This design comes from an exercise in tuning for small area, a short achievable clock period and few clock cycles on the open sky130 flow, not from production work. Power and IR drop assume default switching activity.

==> inputs of build 78 <==
==> flow/design.v <==
module kvs_LatchedRelay #(
    parameter WIDTH = 16
    )
    (
    input  wire             clk,
    input  wire             rst,
    input  wire             in_valid,
    output wire             in_ready,
    input  wire [WIDTH-1:0] in_data,
    output wire             out_valid,
    input  wire             out_ready,
    output wire [WIDTH-1:0] out_data
);
    reg inReady;
    reg [WIDTH-1:0] bufData;
    reg bufValid;
    reg useInputLine;
    wire outValid;
    assign in_ready = inReady;
    assign out_data = (useInputLine==1'b1) ? in_data : bufData;
    assign outValid = (useInputLine==1'b1) ? in_valid : bufValid;
    assign out_valid = outValid;
    always @(posedge clk) begin
        if (rst==1'b1) begin
            inReady <= 1'b0;
            bufValid <= 1'b0;
            useInputLine <= 1'b0;
        end else begin
            inReady <= out_ready | ~outValid;
            useInputLine <= out_ready;
            if ((out_ready==1'b0 && inReady==1'b1) || bufValid==1'b0) begin
                bufData <= in_data;
                bufValid <= in_valid;
                if (in_valid==1'b0) begin
                    useInputLine <= 1'b1;
                end
            end
        end
    end
endmodule
module nukv_Predicate_Eval (
    input  wire         clk,
    input  wire         rst,
    input  wire [47:0]  pred_config,
    input  wire         pred_valid,
    output wire         pred_ready,
    input  wire [511:0] value_data,
    input  wire         value_valid,
    input  wire         value_last,
    input  wire         value_drop,
    output wire         value_ready,
    output wire [511:0] output_data,
    output wire         output_valid,
    output wire         output_last,
    output wire         output_drop,
    input  wire         output_ready
);
    reg  [5:0]  find_word;   
    reg         fail_gt;     
    reg         fail_lt;     
    reg         fail_eq;     
    reg  [31:0] find_value;
    reg         have_pred;   
    reg  [5:0]  word_idx;    
    reg         armed;       
    reg         drop;        
    reg  [3:0] sh_hi, sh_mid, sh_lo;    
    wire [1023:0] ext0 = {512'd0, value_data};
    wire [151:0]  ext1;
    wire [55:0]   ext2;
    wire [31:0]   field;
    genvar k;
    generate
        for (k = 0; k < 19; k = k + 1) begin : g_hi
            assign ext1[k*8 +: 8] = sel4(sh_hi, ext0[k*8 +: 8], ext0[(k+16)*8 +: 8],
                                         ext0[(k+32)*8 +: 8], ext0[(k+48)*8 +: 8]);
        end
        for (k = 0; k < 7; k = k + 1) begin : g_mid
            assign ext2[k*8 +: 8] = sel4(sh_mid, ext1[k*8 +: 8], ext1[(k+4)*8 +: 8],
                                         ext1[(k+8)*8 +: 8], ext1[(k+12)*8 +: 8]);
        end
        for (k = 0; k < 4; k = k + 1) begin : g_lo
            assign field[k*8 +: 8] = sel4(sh_lo, ext2[k*8 +: 8], ext2[(k+1)*8 +: 8],
                                          ext2[(k+2)*8 +: 8], ext2[(k+3)*8 +: 8]);
        end
    endgenerate
    function [7:0] sel4;
        input [3:0] oh;
        input [7:0] a, b, c, d;
        sel4 = ({8{oh[0]}} & a) | ({8{oh[1]}} & b) | ({8{oh[2]}} & c) | ({8{oh[3]}} & d);
    endfunction
    function [3:0] onehot2;
        input [1:0] v;
        onehot2 = 4'd1 << v;
    endfunction
    wire [31:0] cmp_gt0 = field & ~find_value;
    wire [31:0] cmp_lt0 = ~field & find_value;
    wire [15:0] cmp_gt1, cmp_lt1;
    wire [7:0]  cmp_gt2, cmp_lt2;
    wire [3:0]  cmp_gt3, cmp_lt3;
    wire [1:0]  cmp_gt4, cmp_lt4;
    generate
        for (k = 0; k < 16; k = k + 1) begin : g_c1
            assign cmp_gt1[k] = cmp_gt0[2*k+1] | (~cmp_lt0[2*k+1] & cmp_gt0[2*k]);
            assign cmp_lt1[k] = cmp_lt0[2*k+1] | (~cmp_gt0[2*k+1] & cmp_lt0[2*k]);
        end
        for (k = 0; k < 8; k = k + 1) begin : g_c2
            assign cmp_gt2[k] = cmp_gt1[2*k+1] | (~cmp_lt1[2*k+1] & cmp_gt1[2*k]);
            assign cmp_lt2[k] = cmp_lt1[2*k+1] | (~cmp_gt1[2*k+1] & cmp_lt1[2*k]);
        end
        for (k = 0; k < 4; k = k + 1) begin : g_c3
            assign cmp_gt3[k] = cmp_gt2[2*k+1] | (~cmp_lt2[2*k+1] & cmp_gt2[2*k]);
            assign cmp_lt3[k] = cmp_lt2[2*k+1] | (~cmp_gt2[2*k+1] & cmp_lt2[2*k]);
        end
        for (k = 0; k < 2; k = k + 1) begin : g_c4
            assign cmp_gt4[k] = cmp_gt3[2*k+1] | (~cmp_lt3[2*k+1] & cmp_gt3[2*k]);
            assign cmp_lt4[k] = cmp_lt3[2*k+1] | (~cmp_gt3[2*k+1] & cmp_lt3[2*k]);
        end
    endgenerate
    wire field_gt = cmp_gt4[1] | (~cmp_lt4[1] & cmp_gt4[0]);
    wire field_lt = cmp_lt4[1] | (~cmp_gt4[1] & cmp_lt4[0]);
    wire hold  = armed & value_last;
    wire both  = have_pred & value_valid & ~rst;
    wire go    = output_ready & ~hold & ~rst;
    wire take  = both & go;                  
    wire done  = take & value_last;          
    wire load  = pred_valid & pred_ready;    
    assign value_ready  = have_pred & go;
    assign pred_ready   = ~rst & (~have_pred | (value_valid & value_last & go));
    assign output_valid = both & go;
    assign output_data  = value_data;
    assign output_last  = value_last;
    assign output_drop  = value_last & (value_drop | drop);
    always @(posedge clk) begin
        if (rst)
            have_pred <= 1'b0;
        else if (load)
            have_pred <= 1'b1;
        else if (done)
            have_pred <= 1'b0;
        if (load) begin
            find_word     <= pred_config[11:6];
            sh_hi         <= onehot2(pred_config[5:4]);
            sh_mid        <= onehot2(pred_config[3:2]);
            sh_lo         <= onehot2(pred_config[1:0]);
            fail_gt <= (pred_config[15:12] == 4'd0) | (pred_config[15:12] == 4'd1);
            fail_lt <= (pred_config[15:12] == 4'd0) | (pred_config[15:12] == 4'd2);
            fail_eq <= (pred_config[15:12] == 4'd3);
            find_value    <= pred_config[47:16];
        end
    end
    wire [5:0] word_idx_next = word_idx + 6'd1;
    always @(posedge clk) begin
        if (rst) begin
            word_idx <= 6'd0;
            armed    <= 1'b0;
        end else begin
            if (take)
                word_idx <= value_last ? 6'd0 : word_idx_next;
            if (load)
                armed <= (pred_config[11:6] == 6'd0) & (pred_config[5:0] != 6'd0);
            else if (both & hold)
                armed <= 1'b0;
            else if (take)
                armed <= ~value_last & (find_word == word_idx_next);
        end
    end
    wire upd  = both & armed & (value_last | output_ready);
    wire keep = ~rst & ~upd & ~done;
    wire drop_next = (field_gt & upd & fail_gt) |
                     (field_lt & upd & fail_lt) |
                     (~field_gt & ~field_lt & upd & fail_eq) |
                     (keep & drop);
    always @(posedge clk)
        drop <= drop_next;
endmodule
module pred_eval_top (
    input  wire         clk,
    input  wire         rst,
    input  wire [47:0]  pred_config,
    input  wire         pred_valid,
    output wire         pred_ready,
    input  wire [511:0] value_data,
    input  wire         value_valid,
    input  wire         value_last,
    input  wire         value_drop,
    output wire         value_ready,
    output wire [511:0] output_data,
    output wire         output_valid,
    output wire         output_last,
    output wire         output_drop,
    input  wire         output_ready
);
    nukv_Predicate_Eval pred_eval (
        .clk(clk),
        .rst(rst),
        .pred_config(pred_config),
        .pred_valid(pred_valid),
        .pred_ready(pred_ready),
        .value_data(value_data),
        .value_valid(value_valid),
        .value_last(value_last),
        .value_drop(value_drop),
        .value_ready(value_ready),
        .output_data(output_data),
        .output_valid(output_valid),
        .output_last(output_last),
        .output_drop(output_drop),
        .output_ready(output_ready)
    );
endmodule
==> flow/flow/run.sh <==
#!/bin/bash
# Standard ORFS layout, except that the port buffers are the smallest
# plain buffer (repair_design still upsizes any that need it) and pins may
# sit on adjacent routing tracks, so the die need not be pin-limited.
set -euo pipefail
bash standard.sh \
  BUFFER_PORTS_ARGS="-buffer_cell sky130_fd_sc_hd__buf_1" \
  PLACE_PINS_ARGS="-min_distance 1 -min_distance_in_tracks" \
  finish > standard.log 2>&1
==> flow/standard.sh <==
#!/bin/bash
# synth_recipe.tcl (not shown) runs the flow's synth.tcl, then flattens the netlist and writes it again
# the make line also repeats each setting of config.mk as NAME=value (left out here)
make -C /OpenROAD-flow-scripts/flow DESIGN_CONFIG=/design/flow/config.mk WORK_HOME=/design/flow/orfs CLKGATE_MAP_FILE= SYNTH_SCRIPT=/design/flow/synth_recipe.tcl "${@:-finish}"
==> flow/config.mk <==
export PLATFORM = sky130hd
export DESIGN_NAME = pred_eval_top
export DESIGN_NICKNAME = pred_eval_top
export VERILOG_FILES = /design/flow/design.v
export SDC_FILE = /design/flow/constraint.sdc
export NUM_CORES = 4
export LEC_CHECK = 0
export CAP_MARGIN = 20
export CORE_AREA = 5 5 175 175
export DIE_AREA = 0 0 180 180
export SETUP_SLACK_MARGIN = 2.0
export SLEW_MARGIN = 20
==> flow/constraint.sdc <==
create_clock -name core_clock -period 7.0 [get_ports {clk}]
set_input_delay 1.4000 -clock core_clock [delete_from_list [all_inputs] [get_ports {clk}]]
set_output_delay 1.4000 -clock core_clock [all_outputs]
set_load 0.01 [all_outputs]
==> inputs of trial 37, as changes to build 78 <==
==> flow/design.v, changed modules only <==
module nukv_Predicate_Eval (
    input  wire         clk,
    input  wire         rst,
    input  wire [47:0]  pred_config,
    input  wire         pred_valid,
    output wire         pred_ready,
    input  wire [511:0] value_data,
    input  wire         value_valid,
    input  wire         value_last,
    input  wire         value_drop,
    output wire         value_ready,
    output wire [511:0] output_data,
    output wire         output_valid,
    output wire         output_last,
    output wire         output_drop,
    input  wire         output_ready
);
    reg  [11:0] find_offset;
    reg  [3:0]  find_function;
    reg  [31:0] find_value;
    reg         have_pred;   
    reg  [5:0]  word_idx;    
    reg         word_nz;     
    reg         drop;        
    reg         evaluated;   
    wire [1:0] sh_hi  = find_offset[5:4];
    wire [1:0] sh_mid = find_offset[3:2];
    wire [1:0] sh_lo  = find_offset[1:0];
    wire [1023:0] ext0 = {512'd0, value_data};
    wire [151:0]  ext1;
    wire [55:0]   ext2;
    wire [31:0]   field;
    genvar k;
    generate
        for (k = 0; k < 19; k = k + 1) begin : g_hi
            assign ext1[k*8 +: 8] = mux4(sh_hi, ext0[k*8 +: 8], ext0[(k+16)*8 +: 8],
                                         ext0[(k+32)*8 +: 8], ext0[(k+48)*8 +: 8]);
        end
        for (k = 0; k < 7; k = k + 1) begin : g_mid
            assign ext2[k*8 +: 8] = mux4(sh_mid, ext1[k*8 +: 8], ext1[(k+4)*8 +: 8],
                                         ext1[(k+8)*8 +: 8], ext1[(k+12)*8 +: 8]);
        end
        for (k = 0; k < 4; k = k + 1) begin : g_lo
            assign field[k*8 +: 8] = mux4(sh_lo, ext2[k*8 +: 8], ext2[(k+1)*8 +: 8],
                                          ext2[(k+2)*8 +: 8], ext2[(k+3)*8 +: 8]);
        end
    endgenerate
    function [7:0] mux4;
        input [1:0] sel;
        input [7:0] a, b, c, d;
        case (sel)
            2'd0: mux4 = a;
            2'd1: mux4 = b;
            2'd2: mux4 = c;
            default: mux4 = d;
        endcase
    endfunction
    wire [31:0] cmp_gt0 = field & ~find_value;
    wire [31:0] cmp_lt0 = ~field & find_value;
    wire [15:0] cmp_gt1, cmp_lt1;
    wire [7:0]  cmp_gt2, cmp_lt2;
    wire [3:0]  cmp_gt3, cmp_lt3;
    wire [1:0]  cmp_gt4, cmp_lt4;
    generate
        for (k = 0; k < 16; k = k + 1) begin : g_c1
            assign cmp_gt1[k] = cmp_gt0[2*k+1] | (~cmp_lt0[2*k+1] & cmp_gt0[2*k]);
            assign cmp_lt1[k] = cmp_lt0[2*k+1] | (~cmp_gt0[2*k+1] & cmp_lt0[2*k]);
        end
        for (k = 0; k < 8; k = k + 1) begin : g_c2
            assign cmp_gt2[k] = cmp_gt1[2*k+1] | (~cmp_lt1[2*k+1] & cmp_gt1[2*k]);
            assign cmp_lt2[k] = cmp_lt1[2*k+1] | (~cmp_gt1[2*k+1] & cmp_lt1[2*k]);
        end
        for (k = 0; k < 4; k = k + 1) begin : g_c3
            assign cmp_gt3[k] = cmp_gt2[2*k+1] | (~cmp_lt2[2*k+1] & cmp_gt2[2*k]);
            assign cmp_lt3[k] = cmp_lt2[2*k+1] | (~cmp_gt2[2*k+1] & cmp_lt2[2*k]);
        end
        for (k = 0; k < 2; k = k + 1) begin : g_c4
            assign cmp_gt4[k] = cmp_gt3[2*k+1] | (~cmp_lt3[2*k+1] & cmp_gt3[2*k]);
            assign cmp_lt4[k] = cmp_lt3[2*k+1] | (~cmp_gt3[2*k+1] & cmp_lt3[2*k]);
        end
    endgenerate
    wire field_gt = cmp_gt4[1] | (~cmp_lt4[1] & cmp_gt4[0]);
    wire field_lt = cmp_lt4[1] | (~cmp_gt4[1] & cmp_lt4[0]);
    wire fn_ne = (find_function == 4'd0);
    wire fn_gt = (find_function == 4'd1);
    wire fn_lt = (find_function == 4'd2);
    wire fn_eq = (find_function == 4'd3);
    wire fail  = field_gt ? (fn_ne | fn_gt) :
                 field_lt ? (fn_ne | fn_lt) : fn_eq;
    wire hit   = (find_offset[11:6] == word_idx) &
                 (word_nz | (find_offset[5:0] != 6'd0));
    wire hold  = hit & value_last & ~evaluated;
    wire both  = have_pred & value_valid & ~rst;
    wire go    = output_ready & ~hold & ~rst;
    wire done  = both & go & value_last;     
    assign value_ready  = have_pred & go;
    assign pred_ready   = ~rst & (~have_pred | (value_valid & value_last & go));
    assign output_valid = both & go;
    assign output_data  = value_data;
    assign output_last  = value_last;
    assign output_drop  = value_last & (value_drop | drop);
    always @(posedge clk) begin
        if (rst)
            have_pred <= 1'b0;
        else if (pred_valid & pred_ready)
            have_pred <= 1'b1;
        else if (done)
            have_pred <= 1'b0;
        if (pred_valid & pred_ready) begin
            find_offset   <= pred_config[11:0];
            find_function <= pred_config[15:12];
            find_value    <= pred_config[47:16];
        end
    end
    wire upd = both & hit & (value_last ? ~evaluated : go);
    always @(posedge clk) begin
        if (rst)
            drop <= 1'b0;
        else if (upd)
            drop <= fail;
        else if (done)
            drop <= 1'b0;
    end
    always @(posedge clk) begin
        if (rst) begin
            word_idx  <= 6'd0;
            word_nz   <= 1'b0;
            evaluated <= 1'b0;
        end else if (both) begin
            if (hold) begin
                evaluated <= 1'b1;
            end else if (output_ready) begin
                if (value_last) begin
                    word_idx  <= 6'd0;
                    word_nz   <= 1'b0;
                    evaluated <= 1'b0;
                end else begin
                    word_idx <= word_idx + 6'd1;
                    word_nz  <= 1'b1;
                end
            end
        end
    end
endmodule
==> flow/flow/run.sh (replaced) <==
#!/bin/bash
# Standard ORFS layout, except that the port buffers are the smallest
# plain buffer (repair_design still upsizes any that need it).
set -euo pipefail
bash standard.sh BUFFER_PORTS_ARGS="-buffer_cell sky130_fd_sc_hd__buf_1" finish > standard.log 2>&1
--- a/flow/config.mk
+++ b/flow/config.mk
@@ -6,7 +6,7 @@
 export NUM_CORES = 4
 export LEC_CHECK = 0
 export CAP_MARGIN = 20
-export CORE_AREA = 5 5 175 175
-export DIE_AREA = 0 0 180 180
+export CORE_AREA = 5 5 375 375
+export DIE_AREA = 0 0 380 380
 export SETUP_SLACK_MARGIN = 2.0
 export SLEW_MARGIN = 20
==> inputs of trial 83, as changes to build 78 <==
==> flow/design.v, changed modules only <==
module nukv_Predicate_Eval (
    input  wire         clk,
    input  wire         rst,
    input  wire [47:0]  pred_config,
    input  wire         pred_valid,
    output wire         pred_ready,
    input  wire [511:0] value_data,
    input  wire         value_valid,
    input  wire         value_last,
    input  wire         value_drop,
    output wire         value_ready,
    output wire [511:0] output_data,
    output wire         output_valid,
    output wire         output_last,
    output wire         output_drop,
    input  wire         output_ready
);
    reg  [11:0] find_offset;
    reg  [3:0]  find_function;
    reg  [31:0] find_value;
    reg         have_pred;   
    reg  [5:0]  word_idx;    
    reg         word_nz;     
    reg         drop;        
    reg         evaluated;   
    wire [1:0] sh_hi  = find_offset[5:4];
    wire [1:0] sh_mid = find_offset[3:2];
    wire [1:0] sh_lo  = find_offset[1:0];
    wire [1023:0] ext0 = {512'd0, value_data};
    wire [151:0]  ext1;
    wire [55:0]   ext2;
    wire [31:0]   field;
    genvar k;
    generate
        for (k = 0; k < 19; k = k + 1) begin : g_hi
            assign ext1[k*8 +: 8] = mux4(sh_hi, ext0[k*8 +: 8], ext0[(k+16)*8 +: 8],
                                         ext0[(k+32)*8 +: 8], ext0[(k+48)*8 +: 8]);
        end
        for (k = 0; k < 7; k = k + 1) begin : g_mid
            assign ext2[k*8 +: 8] = mux4(sh_mid, ext1[k*8 +: 8], ext1[(k+4)*8 +: 8],
                                         ext1[(k+8)*8 +: 8], ext1[(k+12)*8 +: 8]);
        end
        for (k = 0; k < 4; k = k + 1) begin : g_lo
            assign field[k*8 +: 8] = mux4(sh_lo, ext2[k*8 +: 8], ext2[(k+1)*8 +: 8],
                                          ext2[(k+2)*8 +: 8], ext2[(k+3)*8 +: 8]);
        end
    endgenerate
    function [7:0] mux4;
        input [1:0] sel;
        input [7:0] a, b, c, d;
        case (sel)
            2'd0: mux4 = a;
            2'd1: mux4 = b;
            2'd2: mux4 = c;
            default: mux4 = d;
        endcase
    endfunction
    wire [31:0] cmp_gt0 = field & ~find_value;
    wire [31:0] cmp_lt0 = ~field & find_value;
    wire [15:0] cmp_gt1, cmp_lt1;
    wire [7:0]  cmp_gt2, cmp_lt2;
    wire [3:0]  cmp_gt3, cmp_lt3;
    wire [1:0]  cmp_gt4, cmp_lt4;
    generate
        for (k = 0; k < 16; k = k + 1) begin : g_c1
            assign cmp_gt1[k] = cmp_gt0[2*k+1] | (~cmp_lt0[2*k+1] & cmp_gt0[2*k]);
            assign cmp_lt1[k] = cmp_lt0[2*k+1] | (~cmp_gt0[2*k+1] & cmp_lt0[2*k]);
        end
        for (k = 0; k < 8; k = k + 1) begin : g_c2
            assign cmp_gt2[k] = cmp_gt1[2*k+1] | (~cmp_lt1[2*k+1] & cmp_gt1[2*k]);
            assign cmp_lt2[k] = cmp_lt1[2*k+1] | (~cmp_gt1[2*k+1] & cmp_lt1[2*k]);
        end
        for (k = 0; k < 4; k = k + 1) begin : g_c3
            assign cmp_gt3[k] = cmp_gt2[2*k+1] | (~cmp_lt2[2*k+1] & cmp_gt2[2*k]);
            assign cmp_lt3[k] = cmp_lt2[2*k+1] | (~cmp_gt2[2*k+1] & cmp_lt2[2*k]);
        end
        for (k = 0; k < 2; k = k + 1) begin : g_c4
            assign cmp_gt4[k] = cmp_gt3[2*k+1] | (~cmp_lt3[2*k+1] & cmp_gt3[2*k]);
            assign cmp_lt4[k] = cmp_lt3[2*k+1] | (~cmp_gt3[2*k+1] & cmp_lt3[2*k]);
        end
    endgenerate
    wire field_gt = cmp_gt4[1] | (~cmp_lt4[1] & cmp_gt4[0]);
    wire field_lt = cmp_lt4[1] | (~cmp_gt4[1] & cmp_lt4[0]);
    wire fn_ne = (find_function == 4'd0);
    wire fn_gt = (find_function == 4'd1);
    wire fn_lt = (find_function == 4'd2);
    wire fn_eq = (find_function == 4'd3);
    wire fail  = field_gt ? (fn_ne | fn_gt) :
                 field_lt ? (fn_ne | fn_lt) : fn_eq;
    wire hit   = (find_offset[11:6] == word_idx) &
                 (word_nz | (find_offset[5:0] != 6'd0));
    wire hold  = hit & value_last & ~evaluated;
    wire both  = have_pred & value_valid & ~rst;
    wire go    = output_ready & ~hold & ~rst;
    wire done  = both & go & value_last;     
    assign value_ready  = have_pred & go;
    assign pred_ready   = ~rst & (~have_pred | (value_valid & value_last & go));
    assign output_valid = both & go;
    assign output_data  = value_data;
    assign output_last  = value_last;
    assign output_drop  = value_last & (value_drop | drop);
    always @(posedge clk) begin
        if (rst)
            have_pred <= 1'b0;
        else if (pred_valid & pred_ready)
            have_pred <= 1'b1;
        else if (done)
            have_pred <= 1'b0;
        if (pred_valid & pred_ready) begin
            find_offset   <= pred_config[11:0];
            find_function <= pred_config[15:12];
            find_value    <= pred_config[47:16];
        end
    end
    wire upd = both & hit & (value_last ? ~evaluated : go);
    always @(posedge clk) begin
        if (rst)
            drop <= 1'b0;
        else if (upd)
            drop <= fail;
        else if (done)
            drop <= 1'b0;
    end
    always @(posedge clk) begin
        if (rst) begin
            word_idx  <= 6'd0;
            word_nz   <= 1'b0;
            evaluated <= 1'b0;
        end else if (both) begin
            if (hold) begin
                evaluated <= 1'b1;
            end else if (output_ready) begin
                if (value_last) begin
                    word_idx  <= 6'd0;
                    word_nz   <= 1'b0;
                    evaluated <= 1'b0;
                end else begin
                    word_idx <= word_idx + 6'd1;
                    word_nz  <= 1'b1;
                end
            end
        end
    end
endmodule
==> notes <==
Trial 37 finished with timing, DRC and antenna clean. Build 78 completed with no timing, DRC or antenna violations. Trial 83 completed with no timing, DRC or antenna violations.
First-iteration DRC count: trial 83 is lower than trial 37 (about 8%).
Global-route usage: trial 37 is lower than trial 83 (16 points).
Clock-buffer cell count: trial 83 is lower than build 78 (3).
Between trial 37 and build 78, the lower sequential power is in trial 37 (gap about 6.5%, measured against build 78).
The lowest register-to-register slack belongs to trial 37, the highest to build 78.
Die area is the same in build 78 and trial 83.
The highest maximum frequency belongs to trial 83, the lowest to trial 37.
The lowest final area belongs to build 78, the highest to trial 37.
In trial 83 the total power is lower than in trial 37, by 13%.
==> figures <==
| metric | build 78 | trial 37 | trial 83 |
|---|---|---|---|
| Die span in x | 180 µm | 380 µm | 180 µm |
| Met3 capacity usage during global routing | 13.82% | 15.94% | 10.29% |
| Fill cell instance count of the final layout | 3071 | 15888 | 2840 |
| Status | no timing/DRC/antenna violations | no timing/DRC/antenna violations | no timing/DRC/antenna violations |
| Hold Crit Start | pred_eval.word_idx[4] | pred_eval.evaluated | pred_eval.word_nz |
| Slew at the pin with the worst max-slew slack | 1.021 ns | 0.9065 ns | 0.9581 ns |
| Worst path depth | 13 | 16 | 15 |
| Largest incremental delay on the critical path | 1.00 ns | 0.65 ns | 0.50 ns |
| WP data required | 7.26 ns | 7.27 ns | 7.25 ns |
| Synth Area in Simple Gates | 5.771% | 6.917% | 6.917% |
| Synthesized area divided by synthesized cell count | 8.153 µm² | 9.733 µm² | 9.733 µm² |
| Post-place instance area | 12840 µm² | 15510 µm² | 13510 µm² |
| Total length of routed wires | 67940 µm | 168100 µm | 68070 µm |
| Slack of the worst reg-to-reg path | 2.46 ns | 2.13 ns | 2.34 ns |
| Bufs w/o clock | 1103 | 1139 | 1110 |
| Least setup slack across all paths after layout | 2.236 ns | 2.128 ns | 2.236 ns |
| Last element of the critical path | pred_eval.drop | pred_eval.drop | pred_eval.drop |
| Worst-case reg-to-reg path depth | 13 | 16 | 14 |
| All-layer global routing usage | 37.73% | 22.00% | 38.45% |
| Die outline height | 180 µm | 380 µm | 180 µm |
Function was not checked in any run of this note: the RTL went through the layout flow alone.

-- afterwards: timing with drivers on the ports --
The results above use ideal ports. As a check the final layouts listed here were re-extracted and re-timed, cells and wires unchanged. Step 1 sets driving cells, clkbuf_16 on the clock port and buf_2 on the other inputs (assumed; they add their load-dependent delay and slew). Step 2 moves the port delays by t, midway between the first and last clock arrival at a register: inputs arrive t later, outputs are due t later. That takes back most of the time a late clock gives input paths. a / b / c = ideal / step 1 / step 2; a / b = the first two.
run	t, ns	setup WS [ns]	latest minus earliest clock arrival (ns)	worst register clock-pin slew, ns
build 78	0.365	2.236 / 2.254 / 1.888	0.008 / 0.007	0.05 / 0.05
trial 37	0.372	2.128 / 2.118 / 1.745	0.015 / 0.015	0.06 / 0.06
trial 83	0.356	2.236 / 2.197 / 1.841	0.007 / 0.006	0.05 / 0.05
After both steps setup and hold are still met in every run listed. The setup slack of trial 83, which loses most, moves by -0.039 ns with the drivers and by -0.395 ns with both steps.
